Background: an optimization exercise with open tools, aiming at small area, a short achievable clock period and few clock cycles per item. Do not read the settings as production practice.
No activity file was given, so power comes from the tool's default toggle rates.

==> module divider, before the edit <==
module divider#(
  parameter WIDTH    = 32,
  parameter CACHING  =  0,
  parameter INIT_VLD =  0
)(
  input clk,
  input rst,
  input start,
  input      [WIDTH-1:0] dividend,
  input      [WIDTH-1:0] divisor,
  output reg [WIDTH-1:0] quotient,
  output     [WIDTH-1:0] remainder,
  output reg zeroErr,
  output valid
);
  reg [31:0] rem;
  reg [31:0] dsr;
  reg [4:0]  cnt;
  reg [4:0]  zbr;
  reg        align;
  reg        busy;
  reg        vld;
  wire [5:0]  za;
  wire [5:0]  zb;
  divider_lzc32 u_lza (.x(dividend), .z(za));
  divider_lzc32 u_lzb (.x(divisor), .z(zb));
  wire [31:0] sa;                                 
  divider_smear32 u_sa (.x(dividend), .s(sa));
  wire        zeroDivide = ~|divisor;
  wire        shorter = |(divisor & ~sa);         
  wire        quick = shorter | zeroDivide;
  wire [4:0]  s;
  wire [5:0]  bw;
  wire [31:0] sh [0:5];
  assign bw[0] = 1'b0;
  assign sh[0] = dsr;
  genvar i;
  generate
    for (i = 0; i < 5; i = i + 1) begin : al
      wire eq = zbr[i] ~^ cnt[i];
      assign s[i]    = eq ? bw[i] : ~bw[i];
      assign bw[i+1] = eq ? bw[i] : cnt[i];
      assign sh[i+1] = s[i] ? (sh[i] << (1 << i)) : sh[i];
    end
  endgenerate
  wire [32:0] diff1 = {1'b0, rem} - {1'b0, dsr};
  wire [32:0] diff2 = {1'b0, rem} - {2'b0, dsr[31:1]};
  wire        ge1 = ~diff1[32];
  wire        ge2 = ~diff2[32];
  wire        k0 = cnt == 5'd0;
  wire        two = ~ge1 & ~k0;
  wire        last = k0 | (cnt == 5'd1 & ~ge1);
  assign remainder = rem;
  assign valid = vld;
  always @(posedge clk) begin
    if (rst) begin
      align <= 1'b0;
      busy  <= 1'b0;
      vld   <= 1'b0;
    end else if (start) begin
      align <= ~quick;
      busy  <= 1'b0;
      vld   <= quick;
    end else if (align) begin
      align <= 1'b0;
      busy  <= 1'b1;
    end else if (busy && last) begin
      busy  <= 1'b0;
      vld   <= 1'b1;
    end
  end
  always @(posedge clk) begin
    zbr <= zb[4:0];
    cnt <= start ? za[4:0] : align ? s : two ? cnt - 5'd2 : cnt - 5'd1;
  end
  always @(posedge clk) begin
    if (start) begin
      quotient <= 32'd0;
      zeroErr  <= zeroDivide;
    end else if (busy) begin
      quotient <= two ? {quotient[29:0], 1'b0, ge2} : {quotient[30:0], ge1};
    end
  end
  always @(posedge clk) begin
    if (start)
      rem <= dividend;
    else if (busy && ge1)
      rem <= diff1[31:0];
    else if (busy && two && ge2)
      rem <= diff2[31:0];
  end
  always @(posedge clk) begin
    dsr <= start ? divisor : align ? sh[5] : two ? dsr >> 2 : dsr >> 1;
  end
endmodule
export LEC_CHECK = 0
export CAP_MARGIN = 20
export CORE_MARGIN = 2
export CORE_UTILIZATION = 60
export SETUP_SLACK_MARGIN = 2.0
export SLEW_MARGIN = 20
create_clock -name core_clock -period 5.0 [get_ports {clk}]
standard.sh (not shown) runs the stock make flow with config.mk's settings and CLKGATE_MAP_FILE= SYNTH_SCRIPT=/design/flow/synth_recipe.tcl, a recipe that flattens the netlist after the stock synthesis.
==> flow/flow/run.sh <==
#!/bin/bash
set -euo pipefail
bash standard.sh "BUFFER_PORTS_ARGS=-buffer_cell sky130_fd_sc_hd__buf_1" finish > make_finish.log 2>&1
Rerun with:
--- a/flow/design.v
+++ b/flow/design.v
@@ -45,8 +45,10 @@
     end
   endgenerate
-  wire [32:0] diff1 = {1'b0, rem} - {1'b0, dsr};
-  wire [32:0] diff2 = {1'b0, rem} - {2'b0, dsr[31:1]};
-  wire        ge1 = ~diff1[32];
-  wire        ge2 = ~diff2[32];
+  wire [32:0] diff1;
+  wire [32:0] diff2;
+  wire        ge1;
+  wire        ge2;
+  divider_sub33 u_sub1 (.a({1'b0, rem}), .b({1'b0, dsr}), .d(diff1), .co(ge1));
+  divider_sub33 u_sub2 (.a({1'b0, rem}), .b({2'b0, dsr[31:1]}), .d(diff2), .co(ge2));
   wire        k0 = cnt == 5'd0;
   wire        two = ~ge1 & ~k0;
@@ -140,2 +142,42 @@
   assign s = p4 | {16'b0, p4[31:16]};
 endmodule
+module divider_sub33 (
+  input  [32:0] a,
+  input  [32:0] b,
+  output [32:0] d,
+  output        co
+);
+  wire [32:0] p = a ^ ~b;
+  wire [32:0] g = a & ~b;
+  wire [32:0] G [0:9];
+  wire [32:0] P [0:9];
+  assign G[0] = {g[32:1], g[0] | p[0]};
+  assign P[0] = {p[32:1], 1'b0};
+  genvar l, i;
+  generate
+    for (l = 0; l < 5; l = l + 1) begin : up
+      for (i = 0; i < 33; i = i + 1) begin : b
+        if (i % (2 << l) == (2 << l) - 1) begin : n
+          assign G[l+1][i] = G[l][i] | (P[l][i] & G[l][i - (1 << l)]);
+          assign P[l+1][i] = P[l][i] & P[l][i - (1 << l)];
+        end else begin : w
+          assign G[l+1][i] = G[l][i];
+          assign P[l+1][i] = P[l][i];
+        end
+      end
+    end
+    for (l = 0; l < 4; l = l + 1) begin : dn
+      for (i = 0; i < 33; i = i + 1) begin : b
+        if (i % (16 >> l) == (8 >> l) - 1 && i >= 3 * (8 >> l) - 1) begin : n
+          assign G[l+6][i] = G[l+5][i] | (P[l+5][i] & G[l+5][i - (8 >> l)]);
+          assign P[l+6][i] = P[l+5][i] & P[l+5][i - (8 >> l)];
+        end else begin : w
+          assign G[l+6][i] = G[l+5][i];
+          assign P[l+6][i] = P[l+5][i];
+        end
+      end
+    end
+  endgenerate
+  assign d  = p ^ {G[9][31:0], 1'b1};
+  assign co = G[9][32];
+endmodule
=> The changed run finished with timing, DRC and antenna clean; worst hold slack is better by 0.021 ns; cell count goes down by 8.6%; non-clock buffer count rose by 10; area after synthesis decreases by 2.2%; clock-buffer cell count is higher by 4; design area shrinks by 3.0%; wire length drops by 6.6%; setup slack got worse by 0.10 ns; clock power fell by 8.5%; total power came out higher by 7.9%; clock skew is lower by 0.011 ns; global-route usage fell by 1.7 points; die area falls by 2.2%; critical path depth came out lower by 1.
Function was not checked in any run of this note: the RTL went through the layout flow alone.

## re-timing with driven ports
The results above use ideal ports. As a check the final layouts listed here were re-extracted and re-timed, cells and wires unchanged. Step 1, drivers: a clkbuf_16 drives clk and a buf_2 each remaining input, both assumed. Step 2 also shifts input and output timing later by t, the mid clock arrival at the registers, as if the neighbouring blocks saw the same clock. Slacks: no drivers / after step 1 / after step 2; pairs: no drivers / after step 1.
run	shift t [ns]	slack for setup (ns)	worst setup path at the end	clock arrival spread, ns
the first run	0.417	1.676 / 1.676 / 1.584	input to register	0.022 / 0.022
the second run	0.413	1.573 / 1.573 / 1.480	input to register	0.011 / 0.011
After both steps setup and hold are still met in every run listed. For the second run, which loses most, drivers alone change the setup slack by 0.000 ns; drivers and shift together by -0.093 ns.
